From an optimization exercise on the open Yosys and OpenROAD flow, aimed at small area and a short achievable clock period; shortcuts taken in it are not production practice. In this exercise RTL edits were held to simulation tests only and were not proved equivalent to the original. No driver is modelled on the clock port, so clocking that relies on it looks cheaper here than on a real chip.

==> design/flow/design.v <==
module keyboard_filter(input key_ready,
                       input make,
                       input ext,
                       input [7:0] key_input,
                       output key_ok,
                       output [4:0] letter);
    wire key_inside_range = (ext == 0) && (key_input >= "A" && key_input <= "Z");
    assign key_ok = key_inside_range && (make == 0) && key_ready;
    wire [4:0] k = key_input[4:0];
    assign letter = {k[4] ^ ~|k[3:0], k[3] ^ ~|k[2:0], k[2] ^ ~|k[1:0], k[1] ^ ~k[0], ~k[0]};
endmodule
module machine_controller (input clk,
                           input reset,
                           input key_ok,
                           input [4:0] letter,
                           output reg [4:0] befor,
                           output reg [4:0] after,
                           output reg save_history,
                           output reg [4:0] shift0,
                           output reg [4:0] shift1,
                           output reg [4:0] shift2,
                           output reg [2:0] type0,
                           output reg [2:0] type1,
                           output reg [2:0] type2,
                           input increase_shift_or_type,
                           input increase0,
                           input increase1,
                           input increase2);
    reg [1:0] save_next_counter;
    reg [4:0] x;                  
    wire [4:0] next_x, result;
    rotor rotor(.slot(save_next_counter), .letter(letter), .x(x),
                .shift0(shift0), .shift1(shift1), .shift2(shift2),
                .type0(type0), .type1(type1), .type2(type2),
                .next_x(next_x), .result(result));
    function [4:0] inc26(input [4:0] s);
        inc26 = (s[4] & s[3] & s[0]) ? 5'd0 :
                {s[4] ^ &s[3:0], s[3] ^ &s[2:0], s[2] ^ &s[1:0], s[1] ^ s[0], ~s[0]};
    endfunction
    function [2:0] inc5(input [2:0] t);
        inc5 = t[2] ? 3'd0 : {t[1] & t[0], t[1] ^ t[0], ~t[0]};
    endfunction
    always @(posedge clk)
        x <= next_x;
    always @(posedge clk) begin
        if (reset) begin
            befor             <= 0;
            after             <= 0;
            shift0            <= 0;
            shift1            <= 0;
            shift2            <= 0;
            type0             <= 0;
            type1             <= 0;
            type2             <= 0;
            save_history      <= 0;
            save_next_counter <= 0;
        end
        else if (save_next_counter == 2'b11) begin
            after             <= result;
            save_next_counter <= 0;
            save_history      <= 1;
            if (shift0 == 25 && shift1 == 25)
                shift2 <= inc26(shift2);
            if (shift0 == 25)
                shift1 <= inc26(shift1);
            shift0 <= inc26(shift0);
        end
        else if (save_next_counter != 2'b00) begin
            save_next_counter <= {save_next_counter[1] ^ save_next_counter[0], ~save_next_counter[0]};
        end
        else begin
            save_history <= 0;
            if (key_ok) begin
                befor             <= letter;
                save_next_counter <= 2'b01;
            end
            else if (increase_shift_or_type == 0) begin
                if (increase0) shift0 <= inc26(shift0);
                if (increase1) shift1 <= inc26(shift1);
                if (increase2) shift2 <= inc26(shift2);
            end
            else begin
                if (increase0) type0 <= inc5(type0);
                if (increase1) type1 <= inc5(type1);
                if (increase2) type2 <= inc5(type2);
            end
        end
    end
endmodule
module rotor_u1 (input dir, input [2:0] rtype, input [4:0] idx, output reg [4:0] dout);
    wire [2:0] t = rtype[2] ? 3'd4 : {1'b0, rtype[1:0]};
    always @(*)
        case ({dir, t, idx})
            9'd0: dout = 5'd4;
            9'd1: dout = 5'd10;
            9'd2: dout = 5'd12;
            9'd3: dout = 5'd5;
            9'd4: dout = 5'd11;
            9'd5: dout = 5'd6;
            9'd6: dout = 5'd3;
            9'd7: dout = 5'd16;
            9'd8: dout = 5'd21;
            9'd9: dout = 5'd25;
            9'd10: dout = 5'd13;
            9'd11: dout = 5'd19;
            9'd12: dout = 5'd14;
            9'd13: dout = 5'd22;
            9'd14: dout = 5'd24;
            9'd15: dout = 5'd7;
            9'd16: dout = 5'd23;
            9'd17: dout = 5'd20;
            9'd18: dout = 5'd18;
            9'd19: dout = 5'd15;
            9'd20: dout = 5'd0;
            9'd21: dout = 5'd8;
            9'd22: dout = 5'd1;
            9'd23: dout = 5'd17;
            9'd24: dout = 5'd2;
            9'd25: dout = 5'd9;
            9'd32: dout = 5'd0;
            9'd33: dout = 5'd9;
            9'd34: dout = 5'd3;
            9'd35: dout = 5'd10;
            9'd36: dout = 5'd18;
            9'd37: dout = 5'd8;
            9'd38: dout = 5'd17;
            9'd39: dout = 5'd20;
            9'd40: dout = 5'd23;
            9'd41: dout = 5'd1;
            9'd42: dout = 5'd11;
            9'd43: dout = 5'd7;
            9'd44: dout = 5'd22;
            9'd45: dout = 5'd19;
            9'd46: dout = 5'd12;
            9'd47: dout = 5'd2;
            9'd48: dout = 5'd16;
            9'd49: dout = 5'd6;
            9'd50: dout = 5'd25;
            9'd51: dout = 5'd13;
            9'd52: dout = 5'd15;
            9'd53: dout = 5'd24;
            9'd54: dout = 5'd5;
            9'd55: dout = 5'd21;
            9'd56: dout = 5'd14;
            9'd57: dout = 5'd4;
            9'd64: dout = 5'd1;
            9'd65: dout = 5'd3;
            9'd66: dout = 5'd5;
            9'd67: dout = 5'd7;
            9'd68: dout = 5'd9;
            9'd69: dout = 5'd11;
            9'd70: dout = 5'd2;
            9'd71: dout = 5'd15;
            9'd72: dout = 5'd17;
            9'd73: dout = 5'd19;
            9'd74: dout = 5'd23;
            9'd75: dout = 5'd21;
            9'd76: dout = 5'd25;
            9'd77: dout = 5'd13;
            9'd78: dout = 5'd24;
            9'd79: dout = 5'd4;
            9'd80: dout = 5'd8;
            9'd81: dout = 5'd22;
            9'd82: dout = 5'd6;
            9'd83: dout = 5'd0;
            9'd84: dout = 5'd10;
            9'd85: dout = 5'd12;
            9'd86: dout = 5'd20;
            9'd87: dout = 5'd18;
            9'd88: dout = 5'd16;
            9'd89: dout = 5'd14;
            9'd96: dout = 5'd4;
            9'd97: dout = 5'd18;
            9'd98: dout = 5'd14;
            9'd99: dout = 5'd21;
            9'd100: dout = 5'd15;
            9'd101: dout = 5'd25;
            9'd102: dout = 5'd9;
            9'd103: dout = 5'd0;
            9'd104: dout = 5'd24;
            9'd105: dout = 5'd16;
            9'd106: dout = 5'd20;
            9'd107: dout = 5'd8;
            9'd108: dout = 5'd17;
            9'd109: dout = 5'd7;
            9'd110: dout = 5'd23;
            9'd111: dout = 5'd11;
            9'd112: dout = 5'd13;
            9'd113: dout = 5'd5;
            9'd114: dout = 5'd19;
            9'd115: dout = 5'd6;
            9'd116: dout = 5'd10;
            9'd117: dout = 5'd3;
            9'd118: dout = 5'd2;
            9'd119: dout = 5'd12;
            9'd120: dout = 5'd22;
            9'd121: dout = 5'd1;
            9'd128: dout = 5'd21;
            9'd129: dout = 5'd25;
            9'd130: dout = 5'd1;
            9'd131: dout = 5'd17;
            9'd132: dout = 5'd6;
            9'd133: dout = 5'd8;
            9'd134: dout = 5'd19;
            9'd135: dout = 5'd24;
            9'd136: dout = 5'd20;
            9'd137: dout = 5'd15;
            9'd138: dout = 5'd18;
            9'd139: dout = 5'd3;
            9'd140: dout = 5'd13;
            9'd141: dout = 5'd7;
            9'd142: dout = 5'd11;
            9'd143: dout = 5'd23;
            9'd144: dout = 5'd0;
            9'd145: dout = 5'd22;
            9'd146: dout = 5'd12;
            9'd147: dout = 5'd9;
            9'd148: dout = 5'd16;
            9'd149: dout = 5'd14;
            9'd150: dout = 5'd5;
            9'd151: dout = 5'd4;
            9'd152: dout = 5'd2;
            9'd153: dout = 5'd10;
            9'd256: dout = 5'd5;
            9'd257: dout = 5'd3;
            9'd258: dout = 5'd1;
            9'd259: dout = 5'd19;
            9'd260: dout = 5'd25;
            9'd261: dout = 5'd22;
            9'd262: dout = 5'd20;
            9'd263: dout = 5'd10;
            9'd264: dout = 5'd4;
            9'd265: dout = 5'd0;
            9'd266: dout = 5'd24;
            9'd267: dout = 5'd21;
            9'd268: dout = 5'd23;
            9'd269: dout = 5'd15;
            9'd270: dout = 5'd13;
            9'd271: dout = 5'd6;
            9'd272: dout = 5'd18;
            9'd273: dout = 5'd2;
            9'd274: dout = 5'd7;
            9'd275: dout = 5'd14;
            9'd276: dout = 5'd8;
            9'd277: dout = 5'd17;
            9'd278: dout = 5'd12;
            9'd279: dout = 5'd9;
            9'd280: dout = 5'd11;
            9'd281: dout = 5'd16;
            9'd288: dout = 5'd25;
            9'd289: dout = 5'd16;
            9'd290: dout = 5'd10;
            9'd291: dout = 5'd23;
            9'd292: dout = 5'd0;
            9'd293: dout = 5'd3;
            9'd294: dout = 5'd8;
            9'd295: dout = 5'd14;
            9'd296: dout = 5'd20;
            9'd297: dout = 5'd24;
            9'd298: dout = 5'd22;
            9'd299: dout = 5'd15;
            9'd300: dout = 5'd11;
            9'd301: dout = 5'd6;
            9'd302: dout = 5'd1;
            9'd303: dout = 5'd5;
            9'd304: dout = 5'd9;
            9'd305: dout = 5'd19;
            9'd306: dout = 5'd21;
            9'd307: dout = 5'd12;
            9'd308: dout = 5'd18;
            9'd309: dout = 5'd2;
            9'd310: dout = 5'd13;
            9'd311: dout = 5'd17;
            9'd312: dout = 5'd4;
            9'd313: dout = 5'd7;
            9'd320: dout = 5'd6;
            9'd321: dout = 5'd25;
            9'd322: dout = 5'd19;
            9'd323: dout = 5'd24;
            9'd324: dout = 5'd10;
            9'd325: dout = 5'd23;
            9'd326: dout = 5'd7;
            9'd327: dout = 5'd22;
            9'd328: dout = 5'd9;
            9'd329: dout = 5'd21;
            9'd330: dout = 5'd5;
            9'd331: dout = 5'd20;
            9'd332: dout = 5'd4;
            9'd333: dout = 5'd12;
            9'd334: dout = 5'd0;
            9'd335: dout = 5'd18;
            9'd336: dout = 5'd1;
            9'd337: dout = 5'd17;
            9'd338: dout = 5'd2;
            9'd339: dout = 5'd16;
            9'd340: dout = 5'd3;
            9'd341: dout = 5'd14;
            9'd342: dout = 5'd8;
            9'd343: dout = 5'd15;
            9'd344: dout = 5'd11;
            9'd345: dout = 5'd13;
            9'd352: dout = 5'd18;
            9'd353: dout = 5'd0;
            9'd354: dout = 5'd3;
            9'd355: dout = 5'd4;
            9'd356: dout = 5'd25;
            9'd357: dout = 5'd8;
            9'd358: dout = 5'd6;
            9'd359: dout = 5'd12;
            9'd360: dout = 5'd14;
            9'd361: dout = 5'd19;
            9'd362: dout = 5'd5;
            9'd363: dout = 5'd10;
            9'd364: dout = 5'd2;
            9'd365: dout = 5'd9;
            9'd366: dout = 5'd23;
            9'd367: dout = 5'd21;
            9'd368: dout = 5'd16;
            9'd369: dout = 5'd13;
            9'd370: dout = 5'd24;
            9'd371: dout = 5'd7;
            9'd372: dout = 5'd15;
            9'd373: dout = 5'd22;
            9'd374: dout = 5'd1;
            9'd375: dout = 5'd11;
            9'd376: dout = 5'd17;
            9'd377: dout = 5'd20;
            9'd384: dout = 5'd9;
            9'd385: dout = 5'd23;
            9'd386: dout = 5'd1;
            9'd387: dout = 5'd14;
            9'd388: dout = 5'd2;
            9'd389: dout = 5'd3;
            9'd390: dout = 5'd21;
            9'd391: dout = 5'd12;
            9'd392: dout = 5'd20;
            9'd393: dout = 5'd6;
            9'd394: dout = 5'd0;
            9'd395: dout = 5'd11;
            9'd396: dout = 5'd7;
            9'd397: dout = 5'd13;
            9'd398: dout = 5'd4;
            9'd399: dout = 5'd16;
            9'd400: dout = 5'd5;
            9'd401: dout = 5'd22;
            9'd402: dout = 5'd15;
            9'd403: dout = 5'd19;
            9'd404: dout = 5'd17;
            9'd405: dout = 5'd25;
            9'd406: dout = 5'd8;
            9'd407: dout = 5'd10;
            9'd408: dout = 5'd18;
            9'd409: dout = 5'd24;
            default: dout = 5'd0;
        endcase
endmodule
module rotor_u2 (input dir, input [2:0] rtype, input [4:0] idx, output reg [4:0] dout);
    wire [2:0] t = rtype[2] ? 3'd4 : {1'b0, rtype[1:0]};
    always @(*)
        case ({dir, t, idx})
            9'd0: dout = 5'd9;
            9'd1: dout = 5'd14;
            9'd2: dout = 5'd16;
            9'd3: dout = 5'd13;
            9'd4: dout = 5'd8;
            9'd5: dout = 5'd17;
            9'd6: dout = 5'd11;
            9'd7: dout = 5'd18;
            9'd8: dout = 5'd23;
            9'd9: dout = 5'd7;
            9'd10: dout = 5'd19;
            9'd11: dout = 5'd12;
            9'd12: dout = 5'd10;
            9'd13: dout = 5'd2;
            9'd14: dout = 5'd4;
            9'd15: dout = 5'd1;
            9'd16: dout = 5'd25;
            9'd17: dout = 5'd21;
            9'd18: dout = 5'd15;
            9'd19: dout = 5'd5;
            9'd20: dout = 5'd3;
            9'd21: dout = 5'd0;
            9'd22: dout = 5'd6;
            9'd23: dout = 5'd24;
            9'd24: dout = 5'd22;
            9'd25: dout = 5'd20;
            9'd32: dout = 5'd18;
            9'd33: dout = 5'd21;
            9'd34: dout = 5'd8;
            9'd35: dout = 5'd12;
            9'd36: dout = 5'd23;
            9'd37: dout = 5'd7;
            9'd38: dout = 5'd13;
            9'd39: dout = 5'd4;
            9'd40: dout = 5'd6;
            9'd41: dout = 5'd16;
            9'd42: dout = 5'd20;
            9'd43: dout = 5'd24;
            9'd44: dout = 5'd19;
            9'd45: dout = 5'd14;
            9'd46: dout = 5'd10;
            9'd47: dout = 5'd3;
            9'd48: dout = 5'd1;
            9'd49: dout = 5'd5;
            9'd50: dout = 5'd11;
            9'd51: dout = 5'd17;
            9'd52: dout = 5'd22;
            9'd53: dout = 5'd25;
            9'd54: dout = 5'd2;
            9'd55: dout = 5'd15;
            9'd56: dout = 5'd9;
            9'd57: dout = 5'd0;
            9'd64: dout = 5'd12;
            9'd65: dout = 5'd14;
            9'd66: dout = 5'd10;
            9'd67: dout = 5'd17;
            9'd68: dout = 5'd11;
            9'd69: dout = 5'd22;
            9'd70: dout = 5'd9;
            9'd71: dout = 5'd23;
            9'd72: dout = 5'd8;
            9'd73: dout = 5'd24;
            9'd74: dout = 5'd7;
            9'd75: dout = 5'd25;
            9'd76: dout = 5'd13;
            9'd77: dout = 5'd21;
            9'd78: dout = 5'd5;
            9'd79: dout = 5'd20;
            9'd80: dout = 5'd4;
            9'd81: dout = 5'd16;
            9'd82: dout = 5'd3;
            9'd83: dout = 5'd18;
            9'd84: dout = 5'd2;
            9'd85: dout = 5'd15;
            9'd86: dout = 5'd1;
            9'd87: dout = 5'd6;
            9'd88: dout = 5'd0;
            9'd89: dout = 5'd19;
            9'd96: dout = 5'd5;
            9'd97: dout = 5'd8;
            9'd98: dout = 5'd14;
            9'd99: dout = 5'd24;
            9'd100: dout = 5'd3;
            9'd101: dout = 5'd10;
            9'd102: dout = 5'd18;
            9'd103: dout = 5'd1;
            9'd104: dout = 5'd12;
            9'd105: dout = 5'd9;
            9'd106: dout = 5'd4;
            9'd107: dout = 5'd2;
            9'd108: dout = 5'd16;
            9'd109: dout = 5'd23;
            9'd110: dout = 5'd15;
            9'd111: dout = 5'd20;
            9'd112: dout = 5'd6;
            9'd113: dout = 5'd11;
            9'd114: dout = 5'd13;
            9'd115: dout = 5'd19;
            9'd116: dout = 5'd17;
            9'd117: dout = 5'd0;
            9'd118: dout = 5'd21;
            9'd119: dout = 5'd22;
            9'd120: dout = 5'd25;
            9'd121: dout = 5'd7;
            9'd128: dout = 5'd1;
            9'd129: dout = 5'd7;
            9'd130: dout = 5'd15;
            9'd131: dout = 5'd17;
            9'd132: dout = 5'd0;
            9'd133: dout = 5'd8;
            9'd134: dout = 5'd6;
            9'd135: dout = 5'd10;
            9'd136: dout = 5'd3;
            9'd137: dout = 5'd20;
            9'd138: dout = 5'd9;
            9'd139: dout = 5'd21;
            9'd140: dout = 5'd12;
            9'd141: dout = 5'd18;
            9'd142: dout = 5'd14;
            9'd143: dout = 5'd25;
            9'd144: dout = 5'd19;
            9'd145: dout = 5'd5;
            9'd146: dout = 5'd13;
            9'd147: dout = 5'd4;
            9'd148: dout = 5'd22;
            9'd149: dout = 5'd23;
            9'd150: dout = 5'd11;
            9'd151: dout = 5'd24;
            9'd152: dout = 5'd2;
            9'd153: dout = 5'd16;
            default: dout = 5'd0;
        endcase
endmodule
module rotor (input [1:0] slot,
              input [4:0] letter,
              input [4:0] x,
              input [4:0] shift0, input [4:0] shift1, input [4:0] shift2,
              input [2:0] type0, input [2:0] type1, input [2:0] type2,
              output [4:0] next_x,
              output [4:0] result);
    function [4:0] add26(input [4:0] a, input [4:0] b);
        reg [5:0] s;
        reg [4:0] m;
        reg c;
        integer i;
        begin
            c = 1'b0;
            for (i = 0; i < 5; i = i + 1) begin
                s[i] = a[i] ^ b[i] ^ c;
                c = (a[i] & b[i]) | (c & (a[i] ^ b[i]));
            end
            s[5] = c;
            c = 1'b0;
            for (i = 0; i < 5; i = i + 1) begin
                m[i] = s[i] ^ (6'b100110 >> i) & 1'b1 ^ c;
                c = (s[i] & ((6'b100110 >> i) & 1'b1)) | (c & (s[i] ^ ((6'b100110 >> i) & 1'b1)));
            end
            add26 = (s[5] | (s[4] & s[3] & (s[2] | s[1]))) ? m : s[4:0];
        end
    endfunction
    function [4:0] neg26(input [4:0] v);
        reg [4:0] r;
        reg c;
        integer i;
        begin
            c = 1'b0;
            for (i = 0; i < 5; i = i + 1) begin
                r[i] = ~v[i] ^ ((5'd27 >> i) & 1'b1) ^ c;
                c = (~v[i] & ((5'd27 >> i) & 1'b1)) | (c & (~v[i] ^ ((5'd27 >> i) & 1'b1)));
            end
            neg26 = r;
        end
    endfunction
    wire p0 = (slot == 2'd0);
    wire p3 = (slot == 2'd3);
    wire [4:0] a1 = p0 ? letter : x;
    reg  [4:0] d1;
    reg  [2:0] t1;
    always @(*)
        case (slot)
            2'd0: begin d1 = shift0;          t1 = type0; end
            2'd1: begin d1 = shift1;          t1 = type1; end
            2'd2: begin d1 = shift2;          t1 = type2; end
            2'd3: begin d1 = neg26(shift2);  t1 = type1; end
        endcase
    wire [4:0] o1;
    rotor_u1 u1(.dir(p3), .rtype(t1), .idx(add26(a1, d1)), .dout(o1));
    wire [4:0] o2;
    rotor_u2 u2(.dir(1'b0), .rtype(p3 ? type0 : type2), .idx(add26(o1, p3 ? shift1 : 5'd0)), .dout(o2));
    assign next_x = slot[1] ? o2 : o1;
    assign result = add26(o2, neg26(shift0));
endmodule
module history_keeper (input clk,
                       input reset,
                       input save_history,
                       input [4:0] befor,
                       input [4:0] after,
                       output [4:0] waddr,
                       output reg we,
                       output reg [4:0] dout);
    parameter WAIT       = 2'h0;
    parameter SAVE       = 2'h1;
    parameter CLEAR_NEXT = 2'h2;
    parameter CLEAR_ALL  = 2'h3;
    reg [1:0] state, next_state;
    reg [4:0] index, next_index;
    reg [4:0] to_save, next_to_save;
    wire [4:0] index_plus_1 = {index[4] ^ &index[3:0], index[3] ^ &index[2:0], index[2] ^ &index[1:0], index[1] ^ index[0], ~index[0]};
    assign waddr = index;
    always @(posedge clk)
        if (reset) begin
            state   <= CLEAR_ALL;
            index   <= 0;
            to_save <= 0;
        end
        else begin
            state   <= next_state;
            index   <= next_index;
            to_save <= next_to_save;
        end
    always @(*) begin
        we           = 1'b1;
        dout         = 5'd0;
        next_state   = state;
        next_index   = index;
        next_to_save = 0;
        case (state)
            WAIT: begin
                we = 1'b0;
                if (save_history) begin
                    next_state   = SAVE;
                    next_to_save = befor;
                end
                else
                    next_to_save = to_save;
            end
            SAVE: begin
                dout = {to_save[4] ^ &to_save[3:0], to_save[3] ^ &to_save[2:0], to_save[2] ^ &to_save[1:0], to_save[1] ^ to_save[0], ~to_save[0]};
                if (index[4] == 0) begin
                    next_index   = {1'b1, index[3:0]};
                    next_to_save = after;
                end
                else begin
                    next_state = CLEAR_NEXT;
                    next_index = {1'b0, index_plus_1[3:0]};
                end
            end
            CLEAR_NEXT: begin
                if (index[4] == 0)
                    next_index = {1'b1, index[3:0]};
                else begin
                    next_state = WAIT;
                    next_index = {1'b0, index[3:0]};
                end
            end
            CLEAR_ALL: begin
                if (index == 5'h1f) begin
                    next_state = WAIT;
                    next_index = 5'h0;
                end
                else
                    next_index = index_plus_1;
            end
        endcase
    end
endmodule
module history_ram (input clk,
                    input [4:0] raddr,
                    input [4:0] din,
                    input [4:0] waddr,
                    input we,
                    output [7:0] dout);
    reg [4:0] m [0:31];
    always @(posedge clk)
        if (we)
            m[waddr] <= din;
    wire [3:0] dlo = 4'b0001 << raddr[1:0];
    wire [7:0] dhi = 8'b00000001 << raddr[4:2];
    reg  [4:0] e;
    integer i;
    always @(*) begin
        e = 5'd0;
        for (i = 0; i < 32; i = i + 1)
            e = e | ({5{dlo[i % 4] & dhi[i / 4]}} & m[i]);
    end
    wire letter = |e;
    assign dout = {1'b0, letter, ~letter, e};
endmodule
module system(input clk,
              input reset,
              input key_ready,
              input make,
              input ext,
              input [7:0] key_input,
              output [4:0] befor,
              output [4:0] after,
              output [4:0] shift0,
              output [4:0] shift1,
              output [4:0] shift2,
              output [2:0] type0,
              output [2:0] type1,
              output [2:0] type2,
              input increase_shift_or_type,
              input increase0,
              input increase1,
              input increase2,
              input [4:0] history_raddr,
              output [7:0] history_dout);
    wire key_ok;
    wire [4:0] letter;
    wire save_history;
    wire [4:0] history_din;
    wire [4:0] history_waddr;
    wire history_we;
    keyboard_filter keyboard_filter(
        .key_ready(key_ready),
        .make(make),
        .ext(ext),
        .key_input(key_input),
        .key_ok(key_ok),
        .letter(letter)
    );
    machine_controller machine_controller(
        .clk(clk),
        .reset(reset),
        .key_ok(key_ok),
        .letter(letter),
        .befor(befor),
        .after(after),
        .save_history(save_history),
        .shift0(shift0),
        .shift1(shift1),
        .shift2(shift2),
        .type0(type0),
        .type1(type1),
        .type2(type2),
        .increase_shift_or_type(increase_shift_or_type),
        .increase0(increase0),
        .increase1(increase1),
        .increase2(increase2)
    );
    history_keeper history_keeper(
        .clk(clk),
        .reset(reset),
        .save_history(save_history),
        .befor(befor),
        .after(after),
        .dout(history_din),
        .waddr(history_waddr),
        .we(history_we)
    );
    history_ram history_ram(
        .clk(clk),
        .raddr(history_raddr),
        .dout(history_dout),
        .waddr(history_waddr),
        .we(history_we),
        .din(history_din)
    );
endmodule
==> design/flow/flow/run.sh <==
#!/bin/bash
# Layout flow: the standard ORFS flow (standard.sh) with
#  - a stronger, area-oriented ABC script in synthesis (flow/abc_area.script,
#    used through a copy of the ORFS scripts folder; nothing else changes),
#  - plain buffers (buf_1) as the port buffers,
#  - CTS with clkbuf_16 in clusters of up to 30 flip-flops and no dummy loads,
#  - repair_timing asked for a larger setup margin, so that it also speeds up
#    the combinational history read path (history_raddr -> history_dout).
# Each tool's output goes to the ORFS logs under orfs/logs; make's to flow_run.log.
set -euo pipefail
W=$PWD
rm -rf "$W/scripts_own"
cp -r "$FLOW_HOME/scripts" "$W/scripts_own"
cp "$W/flow/abc_area.script" "$W/scripts_own/abc_area.script"
export BUFFER_PORTS_ARGS="-buffer_cell sky130_fd_sc_hd__buf_1"
export CTS_ARGS="-sink_clustering_enable -repair_clock_nets -buf_list sky130_fd_sc_hd__clkbuf_16 -dont_use_dummy_load -sink_clustering_size 30 -sink_clustering_max_diameter 80"
export SETUP_SLACK_MARGIN=27.2
bash standard.sh SCRIPTS_DIR="$W/scripts_own" ABC_AREA=1 finish > "$W/flow_run.log" 2>&1
==> design/flow/flow/abc_area.script <==
strash
&get -n
&deepsyn -T 120
&put
dch
amap
topo
stime -c
buffer -c
upsize -c
dnsize -c
==> design/flow/standard.sh <==
#!/bin/bash
# synth_recipe.tcl (not shown) runs the flow's synth.tcl, then flattens the netlist and writes it again
# the make line also repeats each setting of config.mk as NAME=value (left out here)
make -C /OpenROAD-flow-scripts/flow DESIGN_CONFIG=/design/flow/config.mk WORK_HOME=/design/flow/orfs CLKGATE_MAP_FILE= SYNTH_SCRIPT=/design/flow/synth_recipe.tcl "${@:-finish}"
==> design/flow/config.mk <==
export PLATFORM = sky130hd
export DESIGN_NAME = system
export DESIGN_NICKNAME = system
export VERILOG_FILES = /design/flow/design.v
export SDC_FILE = /design/flow/constraint.sdc
export NUM_CORES = 4
export LEC_CHECK = 0
export CAP_MARGIN = 20
export CORE_MARGIN = 2
export CORE_UTILIZATION = 40
export SLEW_MARGIN = 20
==> design/flow/constraint.sdc <==
create_clock -name core_clock -period 48.0 [get_ports {clk}]
set_input_delay 9.6000 -clock core_clock [delete_from_list [all_inputs] [get_ports {clk}]]
set_output_delay 9.6000 -clock core_clock [all_outputs]
set_load 0.01 [all_outputs]
==> results of run 1 <==
## final cells by class
| cell class | count | area share |
|---|---|---|
| Multi-Input combinational cell | 906 | 0.4425 |
| Sequential cell | 214 | 0.4072 |
| Timing Repair Buffer | 114 | 0.05133 |
| Inverter | 143 | 0.04008 |
| Tap cell | 396 | 0.03428 |
| Clock buffer | 14 | 0.02424 |
| Timing Repair inverter | 1 | 0.0003463 |
## metal layers
| metal | wire (um) | GRT usage | part of all wire | vias up |
|---|---|---|---|---|
| met2 | 22810 | 0.4976 | 0.47 | 704 |
| met1 | 19000 | 0.3716 | 0.39 | 5477 |
| met4 | 2399 | 0.1237 | 0.050 | 0 |
| li1 | - | - | - | 5008 |
| met3 | 3935 | 0.04919 | 0.082 | 165 |
| met5 | 0 | 0 | 0 | - |
## placed cells by master (no fill, tap or decap), types with 8 or more instances in the layout
cell type / n
o211ai_1: 8
inv_1: 105
nor2_1: 216
edfxtp_1: 160
fa_1: 9
a21oi_1: 49
buf_4: 43
nor4_1: 19
nand2_1: 70
clkbuf_16: 14
nor2_4: 25
o21ai_0: 40
nor3_1: 21
nor2_2: 29
inv_2: 23
a22o_1: 19
nand3_1: 19
o22ai_1: 37
ha_1: 65
a31oi_1: 11
a222oi_1: 14
a22oi_1: 33
buf_6: 9
nand4_1: 19
dfxtp_1: 54
a211oi_1: 12
buf_1: 50
a2111oi_0: 13
## through the flow
stage	cell area [um2]	worst slack, ns
after floorplan	12420	27.15
after global placement	13160	25.79
after detailed placement	13160	25.92
after CTS	13920	26.78
after global routing	14450	26.62
final	14450	26.70
## timing repair
item,CTS,global route
pin swaps,28,20
endpoints found under the hold margin,0,0
setup buffers,7,30
cloned,0,1
resized for setup,97,73
setup endpoints to repair,11,11
## worst paths after layout
path | slack (ns) | startpoint | cells past startpoint | to
worst max register to register | 35.40 | machine_controller.save_next_counter[1] | 56 | machine_controller.after[2]
worst min-delay path | 0.50 | machine_controller.after[4] | 2 | machine_controller.after[4]
worst min register to register | 0.50 | machine_controller.after[4] | 2 | machine_controller.after[4]
worst max-delay path | 26.70 | history_raddr[3] | 12 | history_dout[5]
## sequential cells by signal (all words and copies together) (netlist names), 3 cells and up
register                   count
history_ram.m                160
history_keeper.to_save         5
machine_controller.shift0      5
machine_controller.befor       5
machine_controller.shift1      5
machine_controller.type2       3
machine_controller.type1       3
machine_controller.shift2      5
history_keeper.index           5
machine_controller.type0       3
machine_controller.x           5
machine_controller.after       5
## cells by family (layout without fill, tap and decap cells)
kind of cell | Yosys count | after routing | synth area share
simple gates | 481 | 481 | 0.1763
compound gates | 342 | 342 | 0.2020
flops | 214 | 214 | 0.4788
buf+inv | 164 | 272 | 0.05212
fa+ha+maj | 81 | 81 | 0.08978
other cells | 1 | 1 | 0.0003051
xor+xnor | 1 | 1 | 0.0007127
## worst max-delay path, delay by kind of cell
family                 cells  cell delay, ns
AO/OA/AOI/OAI              1            0.57
buffers and inverters      5            0.43
AND/OR/NAND/NOR            6            1.09
==> impl_metrics.tcl, run 1 <==
set metrics [dict create \
    fin_hold_ws_ns 0.4965 \
    cts_buffer_depth 3 \
    synth_commonest_cells "nor2_1, edfxtp_1, inv_1" \
    ys_seq_area_frac 0.4788 \
    cts_inserted_buffers 14 \
    cp_max_fo 6 \
    synth_area_leader_cell "edfxtp_1" \
    synth-seq-cells 214 \
    crit_slowest_cell "a222oi_1" \
    vias 11350 \
    drt_iter0_drc 1361 \
    syn_area_per_cell_um2 9.573 \
    worstPathArrival_ns 11.70 \
    grt_antenna_before_repair 0 \
    crit_chain "buf_12 > clkinv_8 > or2_4 > buf_6 > nor2_4 > a222oi_1 > nand4_1 > or3_4 > nor3_2 > nand2_1 > inv_1 > buf_2" \
    place.gp.congestion 1.076 \
    cts.reportedPaths.clkPinSlew_ns 0.08 \
    setup_tns_ns 0 \
    ant_nets 0 \
    rows 64 \
    skew_ns 0.05568 \
    hold_violations 0 \
    synth.most_common_cell "nor2_1" \
    clock_latency_ns 0.50 \
    synth_top_cell_area_share 0.3909 \
    pin_count 64 \
    cts_tree "done" \
    routed_wl_mm 48.14 \
    holdCritPathClass "reg -> reg" \
    port_buffers 62 \
    grt_max_degree 33 \
    slew_headroom 0.3088 \
    syn_nets 1387 \
    tightest_slew_ns 1.037 \
    end_kind "output port" \
    utilization 0.4750 \
    track_usage 0.2940 \
    cts_hold_buf 0 \
    period_minus_slack_ns 21.30 \
    clock.fmax_ghz 0.04695 \
    dp_hpwl_mm 35.74 \
    async_reset_ff_frac 0 \
    ys_types 73 \
    numPlacedInstances 1736 \
    fillCellCount 2888 \
    first_global_vias 10820 \
    slew_violations 0 \
    fin_crit_sh 0.4437 \
    die_x_um 179.3 \
    fin_cells 1788 \
    synthFlopType "edfxtp_1" \
    maxCapViolations 0 \
    cts.sinks 214 \
    htreeDepth 1 \
    wire_per_inst_um 26.93 \
    grt_overflow 0 \
    synth_area_um2 12290 \
    syn_to_final_growth_pct 17.59 \
    antenna-diode-count 0 \
    netlist_instances 1284 \
    grt_first_pass_wirelength_mm 69.87 \
    synth_area_leaders "edfxtp_1, dfxtp_1, nor2_1" \
    fin_nets 1497 \
    rsz0062_at_grt "true" \
    initial_core_util 0.4039 \
    multi_input_area_um2 6396 \
    dieArea_um2 32150 \
    drt_pre_antenna_iters 7 \
    yosys_warnings 6 \
    worstSetupPathType "in -> out" \
    route.detailed.drc 0 \
    setup_violations 0 \
    core_area_um2 30430 \
    drive_gt1_frac 0.1789 \
    register_area_um2 5886 \
    status "finished clean" \
    cts-root-buf "clkbuf_16" \
    critPathMaxStageDelay_ns 0.57 \
    synth_edf_count 160 \
    worstSetupStartpointType "input pin" \
    die_h_um 179.3 \
    crit_required_ns 38.40 \
    viasPerCell 6.350 \
]
==> run 2: changes to the inputs <==
--- a/design/flow/flow/run.sh
+++ b/design/flow/flow/run.sh
@@ -14,5 +14,5 @@
 cp "$W/flow/abc_area.script" "$W/scripts_own/abc_area.script"
 export BUFFER_PORTS_ARGS="-buffer_cell sky130_fd_sc_hd__buf_1"
 export CTS_ARGS="-sink_clustering_enable -repair_clock_nets -buf_list sky130_fd_sc_hd__clkbuf_16 -dont_use_dummy_load -sink_clustering_size 30 -sink_clustering_max_diameter 80"
-export SETUP_SLACK_MARGIN=27.2
+export SETUP_SLACK_MARGIN=26.1
 bash standard.sh SCRIPTS_DIR="$W/scripts_own" ABC_AREA=1 finish > "$W/flow_run.log" 2>&1
==> run 2 against run 1 <==
  * Still clean
  * Non-clock buffer count down 39
  * Final cell count down 2.3%
  * Area after synthesis unchanged
  * Via count down 2.9%
  * Die area unchanged
  * Fmax down 2.0%
  * Largest cell class is now sequential cells
==> impl_metrics.tcl, run 2 <==
set metrics [dict create \
    synth_area_leaders "edfxtp_1, dfxtp_1, nor2_1" \
    pin_count 64 \
    final_cell_mix "nor2_1, edfxtp_1, inv_1" \
    setup_violations 0 \
    worstPathArrival_ns 12.12 \
    period_minus_slack_ns 21.72 \
    maxCapViolations 0 \
    cts_tree "done" \
    fillCellCount 3044 \
    synthFlopType "edfxtp_1" \
    netlist_instances 1284 \
    port_buffers 62 \
    synth_area_um2 12290 \
    synth-seq-cells 214 \
    slew_violations 0 \
    cts.reportedPaths.clkPinSlew_ns 0.08 \
    place.gp.congestion 1.058 \
    syn_area_per_cell_um2 9.573 \
    status "finished clean" \
    worstSetupPathType "in -> out" \
    holdCritPathClass "reg -> reg" \
    routed_wl_mm 46.95 \
    clock.fmax_ghz 0.04603 \
    fin_crit_sh 0.4526 \
    synth.most_common_cell "nor2_1" \
    ys_types 73 \
    tightest_slew_ns 1.010 \
    skew_ns 0.07347 \
    dp_hpwl_mm 36.27 \
    route.detailed.drc 0 \
    synth_top_cell_area_share 0.3909 \
    largest_reg_flops 160 \
    cp_max_fo 5 \
    rows 64 \
    vias 11030 \
    crit_required_ns 38.40 \
    synth_area_leader_cell "edfxtp_1" \
    viasPerCell 6.313 \
    clock_latency_ns 0.50 \
    cts_inserted_buffers 13 \
    first_global_vias 10600 \
    synth_commonest_cells "nor2_1, edfxtp_1, inv_1" \
    async_reset_ff_frac 0 \
    slew_headroom 0.3178 \
    cts_buffer_depth 3 \
    htreeDepth 1 \
    initial_core_util 0.4039 \
    antenna-diode-count 0 \
    drt_iter0_drc 1372 \
    postPlaceCellArea_um2 13050 \
    ys_seq_area_frac 0.4788 \
    rsz0062_at_grt "true" \
    cts.sinks 214 \
    syn_nets 1387 \
    regMostFlops "history_ram.m" \
    final_common_cell "nor2_1" \
    grt_max_degree 33 \
    postLayoutCellArea_um2 13460 \
    drt_pre_antenna_iters 8 \
    setup_tns_ns 0 \
    fin_nets 1456 \
    hold_violations 0 \
    core_area_um2 30430 \
    cts-root-buf "clkbuf_16" \
    track_usage 0.2889 \
    syn_to_final_growth_pct 9.467 \
    worstSetupStartpointType "input pin" \
    cts_setup_buffers 0 \
    yosys_warnings 6 \
    drive_gt1_frac 0.07772 \
    die_x_um 179.3 \
    die_h_um 179.3 \
    grt_first_pass_wirelength_mm 68.41 \
    wire_per_inst_um 26.87 \
    ant_nets 0 \
    grt_antenna_before_repair 0 \
    synth_edf_count 160 \
    dieArea_um2 32150 \
    fin_hold_ws_ns 0.4965 \
    grt_overflow 0 \
    end_kind "output port" \
]
==> run 2: cell count changes in the layout (fill, tap and decap cells not counted), moves of 6 or more <==
| cell | previous run | this run |
|---|---|---|
| nor2_1 | 216 | 249 |
| buf_4 | 43 | 13 |
| nor2_4 | 25 | 6 |
| nor2_2 | 29 | 15 |
| buf_1 | 50 | 62 |
| buf_6 | 9 | 0 |
| inv_1 | 105 | 114 |
| nand3_1 | 19 | 28 |
| nand3_4 | 7 | 0 |
| a221oi_2 | 7 | 1 |
| inv_4 | 6 | 0 |
==> run 2: cells by family after synthesis <==
group                    share of synthesized area
flip-flops                                  0.4788
adder cells (fa/ha/maj)                    0.08978
AO/OA/AOI/OAI                               0.2020
XOR/XNOR                                 0.0007127
other                                    0.0003051
buffers and inverters                      0.05212
AND/OR/NAND/NOR                             0.1763
==> run 2: metal layers <==
metal  vias to the layer above  routed length, um  global-route usage
li1                       4906                  -                   -
met1                      5341              18460              0.3579
met2                       624              22530              0.4949
met3                       157               3319             0.04538
met4                         0               2636              0.1321
met5                         -                  0                   0
==> run 2: repair_timing <==
| action | in CTS | in global routing |
|---|---|---|
| resized for setup | 2 | 16 |
| setup endpoints to repair | 2 | 6 |
| hold endpoints to repair | 0 | 0 |
| hold buffers | 0 | 0 |
| pin swaps | 0 | 1 |
==> run 2: per-stage QoR <==
| step | utilization | std cells | worst slack (ns) |
|---|---|---|---|
| 4_1_cts | 0.4397 | 1747 | 26.11 |
| 2_1_floorplan | - | 1284 | 26.72 |
| 5_1_grt | 0.4422 | 1747 | 26.10 |
| 3_3_place_gp | 0.4287 | 1734 | 25.81 |
| 6_report | 0.4422 | 1747 | 26.28 |
| 3_5_place_dp | 0.4287 | 1734 | 25.99 |
==> run 2: worst max-delay path: stages <==
cell and delay [ns]:
buf_1 0.18, inv_1 0.12, nand3_1 0.18, nor2_2 0.12
a22o_1 0.29, a221oi_4 0.29, nand4_1 0.15, or4b_2 0.67
nor3_1 0.24, nand2_1 0.09, inv_1 0.05, buf_1 0.14
==> run 2: cell type report <==
class / count / area, um2 / area share
Inverter: 143 / 536.8 / 0.03989
Clock buffer: 13 / 325.3 / 0.02418
Tap cell: 396 / 495.5 / 0.03682
Multi-Input combinational cell: 906 / 5882 / 0.4371
Timing Repair Buffer: 75 / 330.3 / 0.02455
Sequential cell: 214 / 5886 / 0.4374
==> run 2: final timing paths <==
check | cells past startpoint | from | to | slack [ns]
worst min-delay path | 2 | machine_controller.after[1] | machine_controller.after[1] | 0.50
worst max register to register | 60 | machine_controller.save_next_counter[1] | machine_controller.after[4] | 34.60
worst min register to register | 2 | machine_controller.after[1] | machine_controller.after[1] | 0.50
worst max-delay path | 12 | history_raddr[0] | history_dout[5] | 26.28
==> run 3: changes to the inputs <==
--- a/design/flow/flow/run.sh
+++ b/design/flow/flow/run.sh
@@ -14,5 +14,5 @@
 cp "$W/flow/abc_area.script" "$W/scripts_own/abc_area.script"
 export BUFFER_PORTS_ARGS="-buffer_cell sky130_fd_sc_hd__buf_1"
 export CTS_ARGS="-sink_clustering_enable -repair_clock_nets -buf_list sky130_fd_sc_hd__clkbuf_16 -dont_use_dummy_load -sink_clustering_size 30 -sink_clustering_max_diameter 80"
-export SETUP_SLACK_MARGIN=26.1
+export SETUP_SLACK_MARGIN=0
 bash standard.sh SCRIPTS_DIR="$W/scripts_own" ABC_AREA=1 finish > "$W/flow_run.log" 2>&1
==> run 3 against run 2 <==
  * Still clean
  * Area after synthesis unchanged
  * First-iteration DRC count up 7.0%
  * Routed wire length about the same
  * Register-to-register slack worse by 0.38 ns
  * Via count up 0.44%
  * Setup slack worse by 0.35 ns
  * Count of clock-buffer cells in the layout unchanged
  * Worst hold slack about the same
  * Sequential cell count unchanged
  * Critical path depth down 1
  * Critical path type unchanged
  * Highest routed layer unchanged
==> impl_metrics.tcl, run 3 <==
set metrics [dict create \
    place.gp.congestion 1.058 \
    yosys_warnings 6 \
    cts.reportedPaths.clkPinSlew_ns 0.08 \
    synth_edf_count 160 \
    syn_area_per_cell_um2 9.573 \
    clock.fmax_ghz 0.04530 \
    route.detailed.drc 0 \
    synth_area_um2 12290 \
    fillCellCount 3056 \
    cts.sinks 214 \
    crit_required_ns 38.40 \
    cts_resized 0 \
    synth_commonest_cells "nor2_1, edfxtp_1, inv_1" \
    setup_violations 0 \
    postLayoutCellArea_um2 13370 \
    cts-root-buf "clkbuf_16" \
    maxCapViolations 0 \
    grt_first_pass_wirelength_mm 68.45 \
    holdCritPathClass "reg -> reg" \
    ys_types 73 \
    setup_slack_ns 25.92 \
    initial_core_util 0.4039 \
    netlist_instances 1284 \
    htreeDepth 1 \
    dieArea_um2 32150 \
    rows 64 \
    cp-startpoint "history_raddr[0]" \
    utilization 0.4394 \
    cts_buffer_depth 3 \
    cts_hold_buf 0 \
    hold_depth 2 \
    cts_setup_buffers 0 \
    antenna-diode-count 0 \
    die_h_um 179.3 \
    clock_latency_ns 0.50 \
    syn_to_final_growth_pct 8.785 \
    end_kind "output port" \
    largest_reg_flops 160 \
    synth_area_leaders "edfxtp_1, dfxtp_1, nor2_1" \
    fin_crit_sh 0.4599 \
    drt_iter0_drc 1468 \
    drive_gt1_frac 0.06884 \
    worstSetupStartpointType "input pin" \
    syn_nets 1387 \
    viasPerCell 6.341 \
    pin_count 64 \
    vias 11080 \
    skew_ns 0.06831 \
    setup_tns_ns 0 \
    cp_max_fo 5 \
    grt_max_degree 33 \
    synth_top_cell_area_share 0.3909 \
    ant_nets 0 \
    worstPathArrival_ns 12.48 \
    regMostFlops "history_ram.m" \
    drt_pre_antenna_iters 7 \
    grt_overflow 0 \
    dp_hpwl_mm 36.27 \
    track_usage 0.2891 \
    cts_inserted_buffers 13 \
    synthFlopType "edfxtp_1" \
    slew_headroom 0.3087 \
    status "finished clean" \
    synth.most_common_cell "nor2_1" \
    period_minus_slack_ns 22.08 \
    synth_area_leader_cell "edfxtp_1" \
    tightest_slew_ns 1.011 \
    die_x_um 179.3 \
    grt_antenna_before_repair 0 \
    final_cell_mix "nor2_1, edfxtp_1, inv_1" \
    port_buffers 62 \
    final_common_cell "nor2_1" \
    r2r-start "machine_controller.save_next_counter[1]" \
    rsz0062_at_grt "false" \
    first_global_vias 10580 \
    async_reset_ff_frac 0 \
    ys_seq_area_frac 0.4788 \
    slew_violations 0 \
    cts_tree "done" \
    synth-seq-cells 214 \
    wire_per_inst_um 26.87 \
    hold_violations 0 \
    routed_wl_mm 46.94 \
    worstSetupPathType "in -> out" \
    dpl_worst_slack_ns 25.99 \
    core_area_um2 30430 \
    fin_nets 1456 \
    postPlaceCellArea_um2 13050 \
    min_from "machine_controller.after[1]" \
    r2r_cells 61 \
]
[run 3: routing by layer]
metal  share of wire  global-route usage  up-vias
li1                -                   -     4911
met1            0.39              0.3583     5362
met2            0.48              0.4944      648
met3           0.075             0.04517      156
met4           0.054              0.1337        0
met5               0                   0        -
[run 3: critical path, cell delays in order]
cell and delay (ns):
buf_1 0.18, inv_1 0.11, nand3_1 0.20, nor2_1 0.20, a22o_1 0.24, a2111oi_0 0.77, or4b_2 0.66, nor3_1 0.23
nand2_1 0.09, inv_1 0.05, buf_1 0.14
[run 3: final cells by class]
type	instances	area, um2	share of cell area
Tap cell	396	495.5	0.03705
Inverter	143	536.8	0.04014
Multi-Input combinational cell	906	5798	0.4336
Sequential cell	214	5886	0.4402
Timing Repair Buffer	75	330.3	0.02470
Clock buffer	13	325.3	0.02433
[run 3: final timing paths]
path / slack [ns] / end
max reg2reg: 34.22 / machine_controller.after[2]
max: 25.92 / history_dout[5]
min: 0.50 / machine_controller.after[1]
min reg2reg: 0.50 / machine_controller.after[1]
[run 3: logic make-up after synthesis]
| family | after synthesis | synth area share |
|---|---|---|
| fa+ha+maj | 81 | 0.08978 |
| compound gates | 342 | 0.2020 |
| buf+inv | 164 | 0.05212 |
| xor+xnor | 1 | 0.0007127 |
| simple gates | 481 | 0.1763 |
| other cells | 1 | 0.0003051 |
| flops | 214 | 0.4788 |
[run 3: through the flow]
step / instances / hold slack, ns
floorplan: 1284 / 0.4498
global placement: 1734 / 0.4829
detailed placement: 1734 / 0.4874
CTS: 1747 / 0.4996
global route: 1747 / 0.5163
finish: 1747 / 0.4966
==> run 4: changes to the inputs <==
--- a/design/flow/flow/run.sh
+++ b/design/flow/flow/run.sh
@@ -14,5 +14,5 @@
 cp "$W/flow/abc_area.script" "$W/scripts_own/abc_area.script"
 export BUFFER_PORTS_ARGS="-buffer_cell sky130_fd_sc_hd__buf_1"
 export CTS_ARGS="-sink_clustering_enable -repair_clock_nets -buf_list sky130_fd_sc_hd__clkbuf_16 -dont_use_dummy_load -sink_clustering_size 30 -sink_clustering_max_diameter 80"
-export SETUP_SLACK_MARGIN=0
+export SETUP_SLACK_MARGIN=26.1
 bash standard.sh SCRIPTS_DIR="$W/scripts_own" ABC_AREA=1 finish > "$W/flow_run.log" 2>&1
==> design/flow/flow/abc_area.script (replaced) <==
strash
&get -n
&deepsyn -T 120
&put
dch
amap -F 3
topo
stime -c
buffer -c
upsize -c
dnsize -c
==> run 4 against run 3 <==
  * Non-clock buffer count rose by 14
  * Still clean on timing, DRC and antenna
  * First-iteration DRC count rose by 22%
  * Synthesized cell count fell by 1.1%
  * Fmax rose by 1.4%
  * Register-to-register slack improved by 0.12 ns
  * Final cell count barely moved
  * Via count rose by 0.62%
  * Design area rose by 1.4%
==> impl_metrics.tcl, run 4 <==
set metrics [dict create \
    status "finished clean" \
    regMostFlops "history_ram.m" \
    place.gp.congestion 1.012 \
    endpoint "history_dout[6]" \
    final_common_cell "nor2_1" \
    die_h_um 178.8 \
    cpLargestDelayFamily "simple AND/OR/NAND/NOR gates" \
    drt_iter0_drc 1791 \
    routed_wl_mm 45.50 \
    dpl_worst_slack_ns 25.16 \
    rows 64 \
    cts_tree "done" \
    drt_pre_antenna_iters 6 \
    synth-seq-cells 214 \
    cts_buffer_depth 3 \
    ys_seq_area_frac 0.4813 \
    setup_violations 0 \
    cts.reportedPaths.clkPinSlew_ns 0.11 \
    rsz0062_at_grt "false" \
    setup_tns_ns 0 \
    synth_area_leaders "edfxtp_1, dfxtp_1, nor2_1" \
    fin_hold_ws_ns 0.5028 \
    tightest_slew_ns 0.9154 \
    synth.most_common_cell "nor2_1" \
    wire_per_inst_um 26.06 \
    antenna-diode-count 0 \
    cp-startpoint "history_raddr[1]" \
    synthFlopType "edfxtp_1" \
    largest_reg_flops 160 \
    die_x_um 178.8 \
    initial_core_util 0.4029 \
    htreeDepth 1 \
    setup_slack_ns 26.23 \
    dieArea_um2 31980 \
    fin_crit_sh 0.4536 \
    critPathMaxStageDelay_ns 0.70 \
    synth_edf_count 160 \
    async_reset_ff_frac 0 \
    grt_antenna_before_repair 0 \
    ys_types 71 \
    worstSetupStartpointType "input pin" \
    viasPerCell 6.384 \
    slew_violations 0 \
    cts-root-buf "clkbuf_16" \
    route.detailed.drc 0 \
    critical_path_cell_count 11 \
    r2r_cells 64 \
    cts_hold_buf 0 \
    crit_chain "buf_1 > inv_1 > nand3_2 > nor2_2 > a222oi_1 > nand2_1 > or4_1 > or3_1 > nor3_2 > inv_1 > buf_1" \
    clock_latency_ns 0.50 \
    worstSetupPathType "in -> out" \
    r2r_end "machine_controller.after[4]" \
    grt_overflow 0 \
    slew_headroom 0.3897 \
    vias 11150 \
    synth_area_leader_cell "edfxtp_1" \
    track_usage 0.2801 \
    final_cell_mix "nor2_1, edfxtp_1, inv_1" \
    synth_area_um2 12230 \
    holdCritPathClass "reg -> reg" \
    cts.sinks 214 \
    maxCapViolations 0 \
    syn_area_per_cell_um2 9.628 \
    core_area_um2 30350 \
    syn_nets 1373 \
    netlist_instances 1270 \
    hold_violations 0 \
    skew_ns 0.09169 \
    ant_nets 0 \
    fillCellCount 2947 \
    synth_commonest_cells "nor2_1, edfxtp_1, inv_1" \
    worstPathArrival_ns 12.17 \
    cts_inserted_buffers 14 \
    grt_max_degree 33 \
    crit_buf_inv 4 \
    yosys_warnings 6 \
    first_global_vias 10490 \
    port_buffers 62 \
    r2r-start "machine_controller.save_next_counter[1]" \
    fin_nets 1455 \
    grt_first_pass_wirelength_mm 66.94 \
    drive_gt1_frac 0.09778 \
    r2r_slack_ns 34.34 \
    cp_max_fo 5 \
    synth_top_cell_area_share 0.3929 \
    pin_count 64 \
    syn_to_final_growth_pct 10.86 \
    clock.fmax_ghz 0.04593 \
    crit_slowest_cell "a222oi_1" \
    end_kind "output port" \
    crit_required_ns 38.40 \
    dp_hpwl_mm 34.11 \
    period_minus_slack_ns 21.77 \
]
run 4: cell types whose count changed after synthesis, moves of 13 or more:
cell | previous run | this run
nor3_1 | 24 | 37
nor2_1 | 256 | 237
o21ai_0 | 44 | 59
inv_1 | 114 | 138
a222oi_1 | 14 | 33
run 4: worst min-delay path by stage:
stage	slack [ns]	cells past startpoint	from	endpoint
detailed placement	0.50	2	history_keeper.to_save[1]	history_keeper.to_save[1]
finish	0.50	2	machine_controller.befor[0]	history_keeper.to_save[0]
CTS	0.51	2	machine_controller.befor[0]	history_keeper.to_save[0]
global placement	0.49	2	machine_controller.befor[4]	machine_controller.befor[4]
floorplan	0.46	1	history_keeper.index[0]	history_keeper.index[0]
global route	0.53	2	machine_controller.befor[0]	history_keeper.to_save[0]
run 4: timing repair:
action	in CTS	in global routing
pin swaps	0	6
hold endpoints to repair	0	0
buffers inserted	0	12
gates resized for setup	2	36
endpoints found under the setup margin	4	6
run 4: cell families after synthesis:
kind of cell    Yosys count  synth area share
compound gates          341            0.2032
xor+xnor                  1         0.0007164
fa+ha+maj                81           0.09025
buf+inv                 182           0.05853
flops                   214            0.4813
other cells               1         0.0003067
simple gates            450            0.1657
run 4: tightest hold or removal path, cell delays in order (launching register included):
cell and delay (ns):
dfxtp_1 0.37, a222oi_1 0.10, inv_1 0.05
run 4: area by class of cell:
cell class	instances	area, um2	area share
inverter	159	618.1	0.04560
clock buffer	14	350.3	0.02584
sequential	214	5886	0.4342
multi-input combinational	874	5763	0.4251
tap	396	495.5	0.03655
timing repair buffer	89	442.9	0.03267
run 4: metal layers:
layer  global-route usage  share of wire  vias up
met2               0.4676           0.48      724
met4              0.09146          0.039        0
met1               0.3737           0.40     5384
met3              0.04050          0.090      126
li1                     -              -     4912
met5                    0              0        -
run 4: metrics by stage:
step	instance area, um2	util	instances
2_1_floorplan	12230	-	1270
3_3_place_gp	12990	0.4279	1720
3_5_place_dp	12990	0.4279	1720
4_1_cts	13340	0.4397	1734
5_1_grt	13560	0.4467	1746
6_report	13560	0.4467	1746
==> run 5: changes to the inputs <==
--- a/design/flow/flow/run.sh
+++ b/design/flow/flow/run.sh
@@ -14,5 +14,5 @@
 cp "$W/flow/abc_area.script" "$W/scripts_own/abc_area.script"
 export BUFFER_PORTS_ARGS="-buffer_cell sky130_fd_sc_hd__buf_1"
 export CTS_ARGS="-sink_clustering_enable -repair_clock_nets -buf_list sky130_fd_sc_hd__clkbuf_16 -dont_use_dummy_load -sink_clustering_size 30 -sink_clustering_max_diameter 80"
-export SETUP_SLACK_MARGIN=26.1
+export SETUP_SLACK_MARGIN=26.5
 bash standard.sh SCRIPTS_DIR="$W/scripts_own" ABC_AREA=1 finish > "$W/flow_run.log" 2>&1
==> design/flow/flow/abc_area.script (replaced) <==
strash
&get -n
&deepsyn -T 120
&put
dch
amap
topo
stime -c
buffer -c
upsize -c
dnsize -c
==> run 5 against run 4 <==
  * Die area increased by 0.52%
  * Non-clock buffer count decreased by 10
  * Count of clock-buffer cells in the layout decreased by 1
  * Critical endpoint is now history_dout[5]
  * Largest cell class is now multi-input combinational cells
==> impl_metrics.tcl, run 5 <==
set metrics [dict create \
    worstPathArrival_ns 11.82 \
    port_buffers 62 \
    critPathMaxStageDelay_ns 0.55 \
    place.gp.congestion 1.058 \
    drt_iter0_drc 1425 \
    clock.fmax_ghz 0.04669 \
    slew_headroom 0.3208 \
    cts_buffer_depth 3 \
    fin_nets 1460 \
    die_x_um 179.3 \
    pin_count 64 \
    final_cell_mix "nor2_1, edfxtp_1, inv_1" \
    drt_pre_antenna_iters 6 \
    largest_reg_flops 160 \
    ant_nets 0 \
    track_usage 0.2909 \
    cts_inserted_buffers 13 \
    synth_area_leaders "edfxtp_1, dfxtp_1, nor2_1" \
    r2r_cells 60 \
    vias 11100 \
    synth_top_cell_area_share 0.3909 \
    dp_hpwl_mm 36.27 \
    rsz0062_at_grt "false" \
    routed_wl_mm 47.38 \
    crit_required_ns 38.40 \
    cts.sinks 214 \
    holdCritPathClass "reg -> reg" \
    synth_edf_count 160 \
    core_area_um2 30430 \
    viasPerCell 6.341 \
    synth_commonest_cells "nor2_1, edfxtp_1, inv_1" \
    clock_latency_ns 0.50 \
    setup_violations 0 \
    synth.most_common_cell "nor2_1" \
    first_global_vias 10630 \
    fin_crit_sh 0.4462 \
    cts.reportedPaths.clkPinSlew_ns 0.08 \
    synth_area_leader_cell "edfxtp_1" \
    syn_nets 1387 \
    async_reset_ff_frac 0 \
    ys_seq_area_frac 0.4788 \
    skew_ns 0.07240 \
    route.detailed.drc 0 \
    dieArea_um2 32150 \
    fin_cells 1751 \
    slew_violations 0 \
    cp_max_fo 5 \
    ys_types 73 \
    rows 64 \
    crit_slowest_cell "or4b_4" \
    setup_tns_ns 0 \
    hold_depth 2 \
    syn_to_final_growth_pct 12.12 \
    numPlacedInstances 1734 \
    worstSetupPathType "in -> out" \
    netlist_instances 1284 \
    final_common_cell "nor2_1" \
    antenna-diode-count 0 \
    initial_core_util 0.4039 \
    hold_violations 0 \
    htreeDepth 1 \
    syn_area_per_cell_um2 9.573 \
    end_kind "output port" \
    grt_antenna_before_repair 0 \
    yosys_warnings 6 \
    maxCapViolations 0 \
    period_minus_slack_ns 21.42 \
    wire_per_inst_um 27.06 \
    grt_max_degree 33 \
    grt_first_pass_wirelength_mm 68.87 \
    synth_area_um2 12290 \
    synth-seq-cells 214 \
    die_h_um 179.3 \
    grt_overflow 0 \
    status "finished clean" \
    regMostFlops "history_ram.m" \
    tightest_slew_ns 0.9932 \
    worstSetupStartpointType "input pin" \
    drive_gt1_frac 0.1196 \
    cts_tree "done" \
    fillCellCount 2997 \
    cts-root-buf "clkbuf_16" \
    synthFlopType "edfxtp_1" \
    crit_chain "clkbuf_4 > inv_2 > nand3_2 > nor2_2 > a22o_1 > a221oi_4 > nand4_1 > or4b_4 > nor3_2 > nand2_1 > inv_1 > buf_2" \
]
## run 5: logic make-up (layout without fill, tap and decap cells)
| family | count (synthesis) | count (layout) | synth area share |
|---|---|---|---|
| buffers and inverters | 164 | 235 | 0.05212 |
| and+or+nand+nor | 481 | 481 | 0.1763 |
| xor gates and xnor gates | 1 | 1 | 0.0007127 |
| adders and majority gates | 81 | 81 | 0.08978 |
| AOI/OAI and AO/OA | 342 | 342 | 0.2020 |
| other | 1 | 1 | 0.0003051 |
| DFF | 214 | 214 | 0.4788 |
## run 5: area by class of cell
type                       instances  area (um2)  area share
tap                              396       495.5     0.03595
clock buffer                      13       325.3     0.02360
multi-input combinational        906        6148      0.4461
timing repair buffer              79       381.6     0.02769
inverter                         143       545.5     0.03958
sequential                       214        5886      0.4271
## run 5: final timing paths
check	slack, ns	startpoint	end
hold / removal	0.50	machine_controller.after[1]	machine_controller.after[1]
setup / recovery	26.58	history_raddr[0]	history_dout[5]
hold reg to reg	0.50	machine_controller.after[1]	machine_controller.after[1]
setup reg to reg	34.82	machine_controller.save_next_counter[1]	machine_controller.after[2]
## run 5: worst max-delay path, delay by kind of cell
family | cells | cell delay, ns
simple gates | 6 | 1.22
compound gates | 2 | 0.56
buf+inv | 4 | 0.43
## run 5: stage by stage
step | instance area (um2) | util | hold WS [ns] | setup WS, ns
floorplan | 12290 | - | 0.4498 | 26.72
global placement | 13050 | 0.4287 | 0.4829 | 25.81
detailed placement | 13050 | 0.4287 | 0.4874 | 25.99
CTS | 13550 | 0.4452 | 0.4996 | 26.50
global route | 13780 | 0.4529 | 0.5163 | 26.45
finish | 13780 | 0.4529 | 0.4979 | 26.58
## run 5: timing repair
| action | in CTS | in global routing |
|---|---|---|
| setup buffers | 0 | 4 |
| setup endpoints to repair | 4 | 6 |
| pin swaps | 9 | 14 |
| resized for setup | 48 | 52 |
| hold buffers | 0 | 0 |
## run 5: layer usage
| layer | GRT usage | share of wire | vias to the layer above |
|---|---|---|---|
| met1 | 0.3599 | 0.39 | 5369 |
| met2 | 0.4974 | 0.48 | 643 |
| met5 | 0 | 0 | - |
| met3 | 0.04644 | 0.073 | 173 |
| met4 | 0.1344 | 0.058 | 0 |
| li1 | - | - | 4918 |
==> run 6: changes to the inputs <==
--- a/design/flow/flow/run.sh
+++ b/design/flow/flow/run.sh
@@ -14,5 +14,6 @@
 cp "$W/flow/abc_area.script" "$W/scripts_own/abc_area.script"
 export BUFFER_PORTS_ARGS="-buffer_cell sky130_fd_sc_hd__buf_1"
 export CTS_ARGS="-sink_clustering_enable -repair_clock_nets -buf_list sky130_fd_sc_hd__clkbuf_16 -dont_use_dummy_load -sink_clustering_size 30 -sink_clustering_max_diameter 80"
-export SETUP_SLACK_MARGIN=26.5
+export SETUP_SLACK_MARGIN=0
+export POST_CTS_TCL="$W/flow/post_cts.tcl"
 bash standard.sh SCRIPTS_DIR="$W/scripts_own" ABC_AREA=1 finish > "$W/flow_run.log" 2>&1
==> design/flow/flow/abc_area.script (replaced) <==
strash
&get -n
&deepsyn -T 120
&put
dch
amap -F 3
topo
stime -c
buffer -c
upsize -c
dnsize -c
==> design/flow/flow/post_cts.tcl (new file) <==
# Sizing-only timing repair with a setup margin that reaches the combinational
# history read path; no buffering or cloning.
repair_timing -setup -setup_margin 26.6 -skip_buffering -skip_gate_cloning -verbose
detailed_placement
check_placement -verbose
==> run 6 against run 5 <==
  * Still clean on timing, DRC and antenna
  * First-iteration DRC count rose by 30%
  * Utilization fell by 0.43 points
  * Count of clock-buffer cells in the layout rose by 1
  * Critical endpoint is now machine_controller.after[4]
  * Largest cell class is now sequential cells
==> impl_metrics.tcl, run 6 <==
set metrics [dict create \
    place.gp.congestion 1.012 \
    synthFlopType "edfxtp_1" \
    synth_area_leader_cell "edfxtp_1" \
    die_x_um 178.8 \
    worstSetupPathType "in -> reg" \
    slew_violations 0 \
    synth.most_common_cell "nor2_1" \
    route.detailed.drc 0 \
    core_area_um2 30350 \
    grt_antenna_before_repair 0 \
    setup_violations 0 \
    worstSetupStartpointType "input pin" \
    regMostFlops "history_ram.m" \
    async_reset_ff_frac 0 \
    cts.sinks 214 \
    grt_overflow 0 \
    tightest_slew_ns 0.9233 \
    die_h_um 178.8 \
    clock_latency_ns 0.50 \
    netlist_instances 1270 \
    syn_area_per_cell_um2 9.628 \
    final_common_cell "nor2_1" \
    initial_core_util 0.4029 \
    pin_count 64 \
    cpLargestDelayFamily "adder cells" \
    fillCellCount 2936 \
    first_global_vias 10690 \
    routed_wl_mm 45.37 \
    clock.fmax_ghz 0.04615 \
    vias 11100 \
    skew_ns 0.09234 \
    port_buffers 62 \
    dpl_worst_slack_ns 25.16 \
    postLayoutCellArea_um2 13610 \
    synth_top_cell_area_share 0.3929 \
    maxCapViolations 0 \
    synth_area_leaders "edfxtp_1, dfxtp_1, nor2_1" \
    cp_max_fo 15 \
    setup_tns_ns 0 \
    dieArea_um2 31980 \
    setup_slack_ns 26.33 \
    fin_nets 1443 \
    slew_headroom 0.3686 \
    rows 64 \
    crit_required_ns 48.36 \
    utilization 0.4486 \
    worstPathArrival_ns 22.03 \
    rsz0062_at_grt "false" \
    period_minus_slack_ns 21.67 \
    crit_slowest_cell "fa_1" \
    viasPerCell 6.400 \
    largest_reg_flops 160 \
    antenna-diode-count 0 \
    synth_commonest_cells "nor2_1, edfxtp_1, inv_1" \
    track_usage 0.2837 \
    cts.reportedPaths.clkPinSlew_ns 0.11 \
    cts_tree "done" \
    grt_first_pass_wirelength_mm 67.87 \
    hold_violations 0 \
    ys_types 71 \
    crit_buf_inv 18 \
    yosys_warnings 6 \
    holdCritPathClass "reg -> reg" \
    end_kind "register" \
    postPlaceCellArea_um2 12990 \
    grt_max_degree 33 \
    ys_seq_area_frac 0.4813 \
    synth_edf_count 160 \
    syn_nets 1373 \
    fin_crit_sh 0.4514 \
    ant_nets 0 \
    drt_iter0_drc 1852 \
    wire_per_inst_um 26.16 \
    syn_to_final_growth_pct 11.34 \
    dp_hpwl_mm 34.11 \
    status "finished clean" \
    drive_gt1_frac 0.1039 \
    final_cell_mix "nor2_1, edfxtp_1, inv_1" \
    synth_area_um2 12230 \
    critPathMaxStageDelay_ns 0.54 \
    drt_pre_antenna_iters 7 \
    synth-seq-cells 214 \
]
## run 6: kinds of logic after synthesis
family	share of synthesized area
and+or+nand+nor	0.1657
AOI/OAI and AO/OA	0.2032
DFF	0.4813
buffers and inverters	0.05853
adders and majority gates	0.09025
xor gates and xnor gates	0.0007164
other	0.0003067
## run 6: worst paths after layout
check / cells past startpoint / to / from / slack, ns
setup / recovery: 61 / machine_controller.after[4] / key_input[0] / 26.33
hold / removal: 2 / history_keeper.to_save[0] / machine_controller.befor[0] / 0.50
setup reg to reg: 64 / machine_controller.after[4] / machine_controller.save_next_counter[1] / 33.98
hold reg to reg: 2 / history_keeper.to_save[0] / machine_controller.befor[0] / 0.50
## run 6: metal layers
metal	global-route usage	vias to the layer above	share of wire	routed length, um
met5	0	-	0	0
met4	0.1057	0	0.044	2017
met3	0.04665	153	0.088	4009
met2	0.4681	691	0.47	21200
met1	0.3744	5353	0.40	18140
li1	-	4901	-	-
## run 6: final cells by class
cell class	instances	area, um2	share of cell area
tap	396	495.5	0.03639
timing repair buffer	77	390.4	0.02867
sequential	214	5886	0.4323
inverter	159	624.3	0.04586
clock buffer	14	350.3	0.02573
multi-input combinational	874	5868	0.4310
## run 6: per-stage QoR
| stage | hold WS, ns | cells |
|---|---|---|
| 2_1_floorplan | 0.4618 | 1270 |
| 3_3_place_gp | 0.4854 | 1720 |
| 3_5_place_dp | 0.4954 | 1720 |
| 5_1_grt | 0.5256 | 1734 |
| 6_report | 0.5046 | 1734 |
## run 6: tightest hold or removal path: stages, from the launching register on
cell      delay [ns]
dfxtp_1         0.37
a222oi_1        0.10
inv_1           0.05

## afterwards: timing with drivers on the ports
Ports are ideal in the flow. The routed layouts listed here were re-timed in OpenROAD.
Step 1, drivers: a clkbuf_16 drives clk and a buf_2 each remaining input, both assumed.
Step 2 moves the port delays by t, midway between the first and last clock arrival at a register: inputs arrive t later, outputs are due t later. That takes back most of the time a late clock gives input paths.
a / b / c = ideal / step 1 / step 2; a / b = the first two.
| run | t, ns | slack for setup (ns) | hold WS [ns] | worst setup path at the end | worst slew at a driven data input, ns |
|---|---|---|---|---|---|
| run 1 | 0.516 | 26.701 / 26.650 / 26.650 | 0.496 / 0.496 / 0.496 | input to output | 0.06 |
| run 2 | 0.507 | 26.277 / 26.252 / 26.186 | 0.496 / 0.496 / 0.496 | input to register | 0.05 |
| run 3 | 0.503 | 25.923 / 25.899 / 25.811 | 0.497 / 0.497 / 0.497 | input to register | 0.05 |
| run 4 | 0.506 | 26.226 / 26.202 / 26.202 | 0.503 / 0.503 / 0.503 | input to output | 0.04 |
| run 5 | 0.507 | 26.580 / 26.555 / 26.436 | 0.498 / 0.498 / 0.498 | input to register | 0.05 |
| run 6 | 0.506 | 26.331 / 26.347 / 25.842 | 0.505 / 0.505 / 0.505 | input to register | 0.05 |
After both steps setup and hold are still met in every run listed. The setup slack of run 6, which loses most, moves by +0.016 ns with the drivers and by -0.489 ns with both steps.
